This is an optimization exercise on Yosys and OpenROAD, whose aim is small area and a short achievable clock period, not a production implementation. Only simulation tests tie the RTL to the original design; equivalence was not proved. Power and IR drop assume default switching activity.

$ cat flow/text.dat
20090003
200a0007
200b0001
01294820
01495020
01495820
ad73d1f7
360fb556
adb3263b
35bd6cdb
ac76ee88
2114a962
8d94d42a
8dba68b3
21c1a371
13477611
03b74025
ad30acad
8faaa9e3
00865824
adf629b2
024fe826
137a2446
8e718003
10df6410
ad6eb58f
34583cb2
00686800
01ff5020
00c13000
36808fda
21636b9b
11ac5f50
ae91e0d4
35b9d63b
110d9f90
ad8be920
3407017f
03426800
ac7b0574
12b07340
10db4436
00359826
02fdd800
8d423d0d
8f6b1bd7
37617639
22883752
acd1519a
00076000
135c7e9e
1251e65b
34f99036
8dcf742c
afb36344
ac706b43
8f4891da
3505ed56
1232c761
364bbac5
230433e5
ae8c822e
220c55e4
03d12020
$ cat flow/run.sh
#!/bin/bash
# synth_recipe.tcl (not shown) runs the flow's synth.tcl, then flattens the netlist and writes it again
# the make line also repeats each setting of config.mk as NAME=value (left out here)
make -C /OpenROAD-flow-scripts/flow DESIGN_CONFIG=/design/flow/config.mk WORK_HOME=/design/flow/orfs CLKGATE_MAP_FILE= SYNTH_SCRIPT=/design/flow/synth_recipe.tcl finish
$ cat flow/config.mk
export PLATFORM = sky130hd
export DESIGN_NAME = data_path
export DESIGN_NICKNAME = data_path
export VERILOG_FILES = /design/flow/design.v
export SDC_FILE = /design/flow/constraint.sdc
export NUM_CORES = 4
export LEC_CHECK = 0
export CAP_MARGIN = 20
export CORE_MARGIN = 2
export CORE_UTILIZATION = 40
export CTS_CLUSTER_DIAMETER = 100
export CTS_CLUSTER_SIZE = 20
export PLACE_DENSITY = 0.55
export SETUP_SLACK_MARGIN = 5
export SLEW_MARGIN = 20
export SYNTH_HIERARCHICAL = 1
export SYNTH_MINIMUM_KEEP_SIZE = 0
$ cat flow/constraint.sdc
create_clock -name core_clock -period 11.5 [get_ports {clk}]
set_input_delay 2.3000 -clock core_clock [delete_from_list [all_inputs] [get_ports {clk}]]
set_output_delay 2.3000 -clock core_clock [all_outputs]
set_load 0.01 [all_outputs]
$ cat flow/design.v
module alu_pre (
	input [31:0] pc,
	input [31:0] ra,
	input [31:0] rb,
	input [15:0] h,
	output reg [71:0] lsums,
	output reg [191:0] lops
);
	wire [31:0] imm  = {{16{h[15]}}, h};
	wire [31:0] imm4 = {imm[29:0], 2'b00};
	wire [7:0] la [0:1];
	assign la[0] = ra[7:0];
	assign la[1] = pc[7:0];
	wire [7:0] lb [0:3];
	assign lb[0] = rb[7:0];
	assign lb[1] = 8'd4;
	assign lb[2] = imm[7:0];
	assign lb[3] = imm4[7:0];
	integer ka, kb;
	always @(*) begin
		for (ka = 0; ka < 2; ka = ka + 1)
			for (kb = 0; kb < 4; kb = kb + 1) begin
				lsums[9*(ka*4+kb) +: 9] = {1'b0, la[ka]} + {1'b0, lb[kb]};
				lops[24*(ka*4+kb) +: 24] = {la[ka] ^ lb[kb], la[ka] | lb[kb], la[ka] & lb[kb]};
			end
	end
endmodule
module alu_zf (
	input [31:0] p,
	input [31:0] a,
	input [31:0] b,
	input [15:0] h,
	output [37:0] zr
);
	function [37:0] zflags;
		input [31:0] p, a, b, i;
		reg [31:0] m4;
		reg [15:0] h;
		reg s;
		reg [7:0] zadd, zand, zor, zxor;
		reg za, zp, zb, zi;
		reg a16z, a16o, a15z, a15o, a18z, a18o, a17z, a17o;
		reg p16z, p16o, p15z, p15o, p18z, p18o, p17z, p17o;
		begin
			h = i[15:0];
			s = i[15];
			m4 = {{14{s}}, h, 2'b00};
			za = ~|a; zp = ~|p; zb = ~|b; zi = ~|h;
			a16z = ~|a[31:16]; a16o = &a[31:16]; a15z = ~|a[31:15]; a15o = &a[31:15];
			a18z = ~|a[31:18]; a18o = &a[31:18]; a17z = ~|a[31:17]; a17o = &a[31:17];
			p16z = ~|p[31:16]; p16o = &p[31:16]; p15z = ~|p[31:15]; p15o = &p[31:15];
			p18z = ~|p[31:18]; p18o = &p[31:18]; p17z = ~|p[31:17]; p17o = &p[31:17];
			zadd[0] = &((a ^ b) ~^ {a[30:0] | b[30:0], 1'b0});
			zadd[1] = (a == 32'hFFFF_FFFC);
			zadd[2] = &((a[15:0] ^ h) ~^ {a[14:0] | h[14:0], 1'b0})
				& (s ? a16z : (a15z | a15o));
			zadd[3] = &((a[17:0] ^ m4[17:0]) ~^ {a[16:0] | m4[16:0], 1'b0})
				& (s ? a18z : (a17z | a17o));
			zadd[4] = &((p ^ b) ~^ {p[30:0] | b[30:0], 1'b0});
			zadd[5] = (p == 32'hFFFF_FFFC);
			zadd[6] = &((p[15:0] ^ h) ~^ {p[14:0] | h[14:0], 1'b0})
				& (s ? p16z : (p15z | p15o));
			zadd[7] = &((p[17:0] ^ m4[17:0]) ~^ {p[16:0] | m4[16:0], 1'b0})
				& (s ? p18z : (p17z | p17o));
			zand[0] = ~|(a & b);
			zand[1] = ~a[2];
			zand[2] = ~|(a[15:0] & h) & (~s | a16z);
			zand[3] = ~|(a[17:2] & h) & (~s | a18z);
			zand[4] = ~|(p & b);
			zand[5] = ~p[2];
			zand[6] = ~|(p[15:0] & h) & (~s | p16z);
			zand[7] = ~|(p[17:2] & h) & (~s | p18z);
			zor[0] = za & zb; zor[1] = 1'b0; zor[2] = za & zi; zor[3] = za & zi;
			zor[4] = zp & zb; zor[5] = 1'b0; zor[6] = zp & zi; zor[7] = zp & zi;
			zxor[0] = (a == b);
			zxor[1] = (a == 32'd4);
			zxor[2] = (a[15:0] == h) & (s ? a16o : a16z);
			zxor[3] = (a[1:0] == 2'b00) & (a[17:2] == h) & (s ? a18o : a18z);
			zxor[4] = (p == b);
			zxor[5] = (p == 32'd4);
			zxor[6] = (p[15:0] == h) & (s ? p16o : p16z);
			zxor[7] = (p[1:0] == 2'b00) & (p[17:2] == h) & (s ? p18o : p18z);
			zflags = {~|p[31:1], ~|a[31:1], ~|p[30:0], ~|a[30:0], &p, &a, zxor, zor, zand, zadd};
		end
	endfunction
	assign zr = zflags(p, a, b, {16'd0, h});
endmodule
module alu_sel (
	input ALUSrcA,
	input [1:0] ALUSrcB,
	input [2:0] ALUControl,
	input [31:0] rb,
	input [31:0] imm,
	input [31:0] imm4,
	input [8:0] ra_lo,
	input [8:0] pc_lo,
	input [71:0] lsums,
	input [191:0] lops,
	input [37:0] zr,
	output [31:0] srcb,
	output [7:0] gpio,
	output lcarry,
	output zero
);
	integer k, t;
	genvar g;
	wire [38:0] sel;
	wire [7:0] cs;
	wire [3:0] cb;
	alu_dec dec (.ALUSrcA(ALUSrcA), .ALUSrcB(ALUSrcB), .ALUControl(ALUControl),
		.sel(sel), .cs(cs), .cb(cb));
	assign srcb = ({32{cb[0]}} & rb) | ({32{cb[1]}} & 32'd4)
	            | ({32{cb[2]}} & imm) | ({32{cb[3]}} & imm4);
	wire [8:0] la [0:1];
	assign la[0] = ra_lo;
	assign la[1] = pc_lo;
	reg [38:0] gd [0:7];
	reg [38:0] zd;
	integer i;
	always @(*) begin
		for (i = 0; i < 8; i = i + 1) begin
			for (k = 0; k < 8; k = k + 1) begin
				gd[i][k]      = lsums[9*k + i];
				gd[i][8 + k]  = lops[24*k + i];
				gd[i][16 + k] = lops[24*k + 8 + i];
				gd[i][24 + k] = lops[24*k + 16 + i];
			end
			for (k = 0; k < 2; k = k + 1) begin
				gd[i][32 + k] = ~la[k][i];
				gd[i][34 + k] = (i == 0) ? 1'b0 : la[k][(i == 0) ? 0 : i - 1];
				gd[i][36 + k] = la[k][i + 1];
			end
			gd[i][38] = 1'b0;
		end
		zd = {1'b1, zr};
	end
	generate
		for (g = 0; g < 8; g = g + 1) begin : gp
			sel39 u (.sel(sel), .d(gd[g]), .y(gpio[g]));
		end
	endgenerate
	sel39 uz (.sel(sel), .d(zd), .y(zero));
	wire [2:0] cn;
	ao222n c0 (.s(cs[2:0]), .d({lsums[26], lsums[17], lsums[8]}), .y_n(cn[0]));
	ao222n c1 (.s(cs[5:3]), .d({lsums[53], lsums[44], lsums[35]}), .y_n(cn[1]));
	ao222n c2 (.s({1'b0, cs[7:6]}), .d({1'b0, lsums[71], lsums[62]}), .y_n(cn[2]));
	assign lcarry = ~&cn;
endmodule
module alu_dec (
	input ALUSrcA,
	input [1:0] ALUSrcB,
	input [2:0] ALUControl,
	output [38:0] sel,
	output reg [7:0] cs,
	output reg [3:0] cb
);
	integer k;
	genvar g, h;
	always @(*) begin
		for (k = 0; k < 8; k = k + 1)
			cs[k] = ({ALUSrcA, ALUSrcB} == k);
		for (k = 0; k < 4; k = k + 1)
			cb[k] = (ALUSrcB == k);
	end
	wire [5:0] l1 = {ALUControl, ALUSrcA, ALUSrcB};
	wire [5:0] l0;
	generate
		for (g = 0; g < 6; g = g + 1) begin : li
			invm u (.a(l1[g]), .y(l0[g]));
		end
	endgenerate
	wire [7:0] con, csn;
	generate
		for (g = 0; g < 8; g = g + 1) begin : dc
			nand3m uo (.a({g[2] ? l1[5] : l0[5], g[1] ? l1[4] : l0[4], g[0] ? l1[3] : l0[3]}), .y(con[g]));
			nand3m us (.a({g[2] ? l1[2] : l0[2], g[1] ? l1[1] : l0[1], g[0] ? l1[0] : l0[0]}), .y(csn[g]));
		end
		for (g = 0; g < 4; g = g + 1) begin : sj
			for (h = 0; h < 8; h = h + 1) begin : sk
				nor2m u (.a({con[g], csn[h]}), .y(sel[8*g + h]));
			end
		end
		for (g = 4; g < 7; g = g + 1) begin : sa
			for (h = 0; h < 2; h = h + 1) begin : sk
				nor2m u (.a({con[g], h ? l0[2] : l1[2]}), .y(sel[32 + 2*(g-4) + h]));
			end
		end
	endgenerate
	invm u7 (.a(con[7]), .y(sel[38]));
endmodule
module nand3m (
	input [2:0] a,
	output y
);
	assign y = ~&a;
endmodule
module sel39 (
	input [38:0] sel,
	input [38:0] d,
	output y
);
	wire [12:0] n;
	genvar g;
	generate
		for (g = 0; g < 13; g = g + 1) begin : a
			ao222n u (.s(sel[3*g +: 3]), .d(d[3*g +: 3]), .y_n(n[g]));
		end
	endgenerate
	wire [3:0] m;
	wire [1:0] q;
	nand4m m0 (.a(n[3:0]), .y(m[0]));
	nand4m m1 (.a(n[7:4]), .y(m[1]));
	nand4m m2 (.a(n[11:8]), .y(m[2]));
	invm m3 (.a(n[12]), .y(m[3]));
	nor2m q0 (.a(m[1:0]), .y(q[0]));
	nor2m q1 (.a(m[3:2]), .y(q[1]));
	nand2m r (.a(q), .y(y));
endmodule
module ao222n (
	input [2:0] s,
	input [2:0] d,
	output y_n
);
	assign y_n = ~|(s & d);
endmodule
module nand4m (
	input [3:0] a,
	output y
);
	assign y = ~&a;
endmodule
module nand2m (
	input [1:0] a,
	output y
);
	assign y = ~&a;
endmodule
module nor2m (
	input [1:0] a,
	output y
);
	assign y = ~|a;
endmodule
module invm (
	input a,
	output y
);
	assign y = ~a;
endmodule
module data_path #(
	parameter WIDTH = 32
)(
	input clk,
	input reset,
	input ALUSrcA,
	input [2:0] ALUControl,
	input [1:0] ALUSrcB,
	input PC_enable,
	input IorD,
	input MemWrite,
	input IRWrite,
	input RegDst,
	input MemtoReg,
	input RegWrite,
	input PCSrc,
	output zero,
	output [5:0] op,
	output [5:0] Funct,
	output [7:0] GPIO,
	output [WIDTH-1:0] ffwd_disp,
	output [WIDTH-1:0] ffrd_disp,
	output [WIDTH-1:0] RD1_disp,
	output [WIDTH-1:0] RD2_disp,
	output [WIDTH-1:0] SrcB_disp
);
	integer k;
	genvar g;
	reg [31:0] pc, ir, mdr, ra, rb, alu_out;
	wire [31:0] imm  = {{16{ir[15]}}, ir[15:0]};
	wire [31:0] imm4 = {imm[29:0], 2'b00};
	wire [4:0] rs = ir[25:21];
	wire [4:0] rt = ir[20:16];
	wire [4:0] rd = ir[15:11];
	wire [31:0] srca = ALUSrcA ? pc : ra;
	wire [31:0] srcb;
	wire [7:0] ylo;
	wire lcarry, zf;
	wire [71:0] lsums;
	wire [191:0] lops;
	wire [37:0] zr;
	wire [31:0] pc_n, ir_n;
	alu_pre pre (
		.pc(pc), .ra(ra), .rb(rb), .h(ir[15:0]),
		.lsums(lsums), .lops(lops)
	);
	alu_zf zfl (
		.p(pc), .a(ra), .b(rb), .h(ir[15:0]),
		.zr(zr)
	);
	alu_sel sel (
		.ALUSrcA(ALUSrcA), .ALUSrcB(ALUSrcB), .ALUControl(ALUControl),
		.rb(rb), .imm(imm), .imm4(imm4), .ra_lo(ra[8:0]), .pc_lo(pc[8:0]),
		.lsums(lsums), .lops(lops), .zr(zr),
		.srcb(srcb), .gpio(ylo), .lcarry(lcarry), .zero(zf)
	);
	wire [23:0] hsum = srca[31:8] + srcb[31:8] + {23'd0, lcarry};
	reg [31:8] yhi;
	always @(*) begin
		case (ALUControl)
			3'd0: yhi = hsum;
			3'd1: yhi = srca[31:8] & srcb[31:8];
			3'd2: yhi = srca[31:8] | srcb[31:8];
			3'd3: yhi = srca[31:8] ^ srcb[31:8];
			3'd4: yhi = ~srca[31:8];
			3'd5: yhi = srca[30:7];
			3'd6: yhi = {1'b0, srca[31:9]};
			default: yhi = 24'd0;
		endcase
	end
	wire [31:0] y = {yhi, ylo};
	wire [31:0] adr = IorD ? pc : alu_out;
	wire [5:0] idx = adr[7:2];
	wire isrom = ~|adr[31:28];
	reg [63:0] msel;
	always @(*) begin
		for (k = 0; k < 64; k = k + 1)
			msel[k] = (idx == k);
	end
	reg [31:0] rom [0:63];
	initial begin
		$readmemh("text.dat", rom);
	end
	wire [31:0] romq = rom[idx];
	wire [31:0] ramw [0:63];
	generate
		for (g = 0; g < 64; g = g + 1) begin : ram
			reg [31:0] q;
			always @(posedge clk)
				if (MemWrite && msel[g])
					q <= rb;
			assign ramw[g] = q;
		end
	endgenerate
	reg [31:0] ramq;
	always @(*) begin
		ramq = 32'd0;
		for (k = 0; k < 64; k = k + 1)
			ramq = ramq | (ramw[k] & {32{msel[k]}});
	end
	wire [31:0] memq = isrom ? romq : ramq;
	wire [31:0] wd = MemtoReg ? alu_out : mdr;
	reg [31:0] rwe, sel1, sel2;
	reg [31:1] rv;
	always @(*) begin
		for (k = 0; k < 32; k = k + 1) begin
			rwe[k] = RegWrite && (k != 0) && ((RegDst ? rt : rd) == k);
			sel1[k] = (k != 0) && (rs == k);
			sel2[k] = (k != 0) && (rt == k);
		end
	end
	wire [31:0] rfw [1:31];
	generate
		for (g = 1; g < 32; g = g + 1) begin : rf
			reg [31:0] q;
			always @(posedge clk)
				if (rwe[g])
					q <= wd;
			assign rfw[g] = q;
		end
	endgenerate
	always @(posedge clk or negedge reset) begin
		if (!reset)
			rv <= 31'd0;
		else
			rv <= rv | rwe[31:1];
	end
	reg [31:0] rd1, rd2;
	always @(*) begin
		rd1 = 32'd0;
		rd2 = 32'd0;
		for (k = 1; k < 32; k = k + 1) begin
			rd1 = rd1 | (rfw[k] & {32{sel1[k] & rv[k]}});
			rd2 = rd2 | (rfw[k] & {32{sel2[k] & rv[k]}});
		end
	end
	assign pc_n = PC_enable ? (PCSrc ? y : alu_out) : pc;
	assign ir_n = IRWrite ? memq : ir;
	always @(posedge clk or negedge reset) begin
		if (!reset) begin
			pc <= 32'h0040_0000;
			ir <= 32'd0;
			mdr <= 32'd0;
			ra <= 32'd0;
			rb <= 32'd0;
			alu_out <= 32'd0;
		end else begin
			pc <= pc_n;
			ir <= ir_n;
			mdr <= memq;
			ra <= rd1;
			rb <= rd2;
			alu_out <= y;
		end
	end
	assign zero = zf;
	assign op = ir[31:26];
	assign Funct = ir[5:0];
	assign GPIO = ylo;
	assign ffwd_disp = mdr;
	assign ffrd_disp = ir;
	assign RD1_disp = ra;
	assign RD2_disp = rb;
	assign SrcB_disp = srcb;
endmodule
==> results.txt <==
==> Yosys stat by module, one instance, submodules excluded, excerpt <==
| module | area (um^2) | cells inside |
|---|---|---|
| alu_sel | 579 | 93 |
| alu_zf | 6110 | 732 |
| data_path | 130000 | 8238 |
| nand2m | 3.75 | 1 |
| nand3m | 5.00 | 1 |
| nor2m | 3.75 | 1 |
==> repair_timing <==
item,in CTS,in global routing
pin swaps,85,40
buffers inserted,102,15
setup endpoints to repair,226,68
resized for setup,341,55
gates cloned,11,0
==> metrics by stage <==
step	power [mW]	hold WS, ns	instances	utilization [%]
floorplan	21.9	0.446	9791	-
global placement	29.5	0.459	14400	42.9
detailed placement	29.6	0.475	14400	42.9
CTS	36.9	0.495	14800	45.1
global route	38.2	0.514	14900	45.2
finish	38.0	0.501	14900	45.2
==> worst max-delay path: cells and delay by family <==
family	cells	cell delay [ns]
buffers and inverters	5	1.61
adders and majority gates	1	0.23
and+or+nand+nor	5	1.48
muxes	2	0.37
AOI/OAI and AO/OA	2	1.43
==> cell type report <==
type | count | area, um^2
Antenna cell | 81 | 203
Clock buffer | 289 | 5210
Clock inverter | 16 | 189
Fill cell | 31000 | 193000
Inverter | 345 | 1350
Multi-Input combinational cell | 5445 | 42700
Sequential cell | 3263 | 97000
Tap cell | 4730 | 5920
Timing Repair Buffer | 780 | 7000
==> power breakdown <==
group | total [mW] | internal, mW | switching [mW]
registers | 16.3 | 14.9 | 1.38
logic | 14.5 | 3.80 | 10.7
clock network | 7.24 | 3.16 | 4.08
==> routing by layer <==
metal,global-route usage [%],share of wire (%),vias up
met5,0.936,0.10,-
met4,25.2,7.8,56
met1,52.9,35,57300
li1,-,-,40600
met3,19.8,18,2696
met2,56.2,39,12400
==> layout by cell type (no fill, tap or decap), types with 33 or more instances in the layout <==
| cell type | n |
|---|---|
| diode_2 | 81 |
| a22oi_1 | 1154 |
| a221oi_1 | 255 |
| clkbuf_1 | 95 |
| buf_4 | 520 |
| nand3_1 | 342 |
| nand2_1 | 254 |
| ha_1 | 381 |
| a31oi_1 | 50 |
| mux2i_1 | 74 |
| or2_2 | 37 |
| or4_1 | 82 |
| xnor2_1 | 147 |
| nor2_1 | 163 |
| inv_1 | 322 |
| and3_2 | 57 |
| and3_4 | 33 |
| mux2_2 | 74 |
| o22ai_1 | 74 |
| o21ai_0 | 158 |
| nor2_4 | 89 |
| clkdlybuf4s50_1 | 171 |
| a222oi_1 | 258 |
| a22o_1 | 271 |
| a32o_1 | 39 |
| nor4_1 | 154 |
| edfxtp_1 | 3040 |
| nand4_1 | 159 |
| a21oi_1 | 259 |
| a221o_1 | 45 |
| a32oi_1 | 48 |
| nor3_1 | 69 |
| conb_1 | 37 |
| clkbuf_16 | 194 |
| o211ai_1 | 39 |
| dfrtp_1 | 181 |
==> kinds of logic after synthesis <==
group / after synthesis / share of synthesized area (%)
AO/OA/AOI/OAI: 2928 / 15.9
XOR/XNOR: 167 / 1.03
adder cells (fa/ha/maj): 409 / 3.65
buffers and inverters: 1088 / 3.27
flip-flops: 3263 / 68.3
multiplexers: 152 / 1.15
other: 6 / 0.0159
AND/OR/NAND/NOR: 1747 / 6.64
==> flip-flops by register name (all words and copies together), names as in the netlist <==
name and flops:
ram.q 2048, rf.q 992, alu_out 32, ir 32
mdr 32, pc 32, ra 32, rb 32
rv 31
==> how the worst max path moves through the flow <==
stage / slack (ns) / from / to / cells after the start
after floorplan: 5.03 / IorD / ram[16].q[0] / 12
after global placement: 2.76 / IorD / ir[5] / 12
after detailed placement: 2.76 / IorD / ir[5] / 16
after CTS: 4.95 / ALUControl[2] / GPIO[2] / 12
after global routing: 4.83 / ALUSrcB[1] / GPIO[6] / 11
final: 4.83 / IorD / ir[18] / 15
==> impl_metrics.tcl <==
set metrics [dict create \
    min_to "rv[18]" \
    ctsHoldBuffers 0 \
    wl_per_cell_um 51.3 \
    dp_hpwl_mm 462 \
    ioPinCount 197 \
    required_ns 12.34 \
    gr-total-overflow 0 \
    core_mm2 0.353 \
    status "finished clean" \
    r2r-end "pc[30]" \
    insertion_delay_ns 1.00 \
    ys_ff_latch 3263 \
    cts_sinks 3263 \
    p_leak_nw 52.4 \
    grtUsageTotal_pct 41.4 \
    synth_area_leaders "edfxtp_1 (64%), a22oi_1 (6.2%), dfrtp_1 (3.9%), ha_1 (3.5%), a222oi_1 (1.8%)" \
    drtIter0Drc 27700 \
    yosysSeqAreaShare_pct 68.3 \
    irDropWorstVdd_mv 0.163 \
    yosys_warnings 13 \
    cp_common_cell "buf_4" \
    syn_avg_cell_area_um2 14.5 \
    wirelength_mm 767 \
    synth_common_cells "edfxtp_1 (3040), a22oi_1 (1164), clkbuf_1 (448), ha_1 (401), nand3_1 (355)" \
    fin_ws_ns 4.83 \
    critical_path.max_fanout 24 \
    hold_class "register to register" \
    reg2reg_slack_ns 5.49 \
    setup_tns_ns 0 \
    numCtsBuffers 189 \
    r2r_start "rb[0]" \
    drv_slew 0 \
    synthArstFlopShare_pct 6.83 \
    setup_viol 0 \
    path_clk_slew_ns 0.09 \
    fmax_ghz 0.150 \
    via_count 113000 \
    ant_nets 0 \
    post-place-ws_ns 2.76 \
    cp.arrival_ns 7.51 \
    grt_max_degree 86 \
    startpoint_type "input pin" \
    dieArea_mm2 0.359 \
    hp-start "rv[18]" \
    drc_errors 0 \
    synth_edf_count 3040 \
    gp_congestion 1.01 \
    rows 218 \
    netlist.top_cell.by_area "edfxtp_1" \
    max_slew_margin_pct 15.5 \
    fp.dieH_um 599 \
    hold_depth 1 \
    grt_pass1_vias 102000 \
    min_period_ns 6.67 \
    syn_area_mm2 0.142 \
    grt_first_pass_wirelength_mm 989 \
    path_class "input pin to register" \
    synth.lib_cells_used.distinct 102 \
    hold_viol 0 \
    synth_flop_cell "edfxtp_1" \
    avgViaCountPerCell 7.56 \
    timing.final.crit_share_pct 58.0 \
    initial_core_util_pct 40.2 \
    cts_max_level 4 \
    area_delta_synth_final_pct 12.5 \
    fin_area_mm2 0.160 \
    cap_violations 0 \
    final_nets 10400 \
    slowest_stage "a221oi_1" \
    worstMarginPinSlew_ns 1.27 \
    worst_r2r_path_depth 18 \
    max_stage_delay_ns 1.09 \
    synth_most_common_cell "edfxtp_1" \
    syn_inst 9760 \
    die_w_um 599 \
    clk_path_buf_depth 4 \
    cts_tree "built" \
    drive_gt1_share_pct 14.0 \
    synth_top_area_share_pct 64.4 \
    io_buffer_count 196 \
    endpoint_kind "register" \
    fin_worst_skew_ns 0.125 \
    cp_cell_sequence "buf_4 -> mux2i_2 -> buf_4 -> ha_2 -> buf_4 -> and4b_1 -> nor2_2 -> buf_4 -> nor2_2 -> buf_4 -> a221oi_1 -> nand3_1 -> or3_1 -> o31a_1 -> mux2_2" \
    dpl_cell_area_mm2 0.151 \
    dr.pass1.iters 15 \
    cts_root_buffer "clkbuf_16" \
    antenna_found_initial 71 \
    rsz0062_at_grt "true" \
    p_per_area_mw_per_mm2 238 \
]

## separate check: timing with driven ports
No port has a modelled driver above. Below, the same layout with a new extraction and two added sets of constraints.
Step 1, drivers: a clkbuf_16 drives clk and a buf_2 each remaining input, both assumed.
Step 2 adds t to the input delays and takes it off the output delays; t is the mean of the earliest and latest rising clock arrival at the registers after step 1. Input paths then give back, and output paths get back, about the clock's delay inside the block.
Three values: ideal, step 1, step 2; two values: the first two.
t, ns: 1.040
setup slack, ns: 4.833 / 4.790 / 3.860
cell pins on the clock port's net: 1
After both steps setup and hold are still met in this run. For this run, drivers alone change the setup slack by -0.043 ns; drivers and shift together by -0.973 ns.
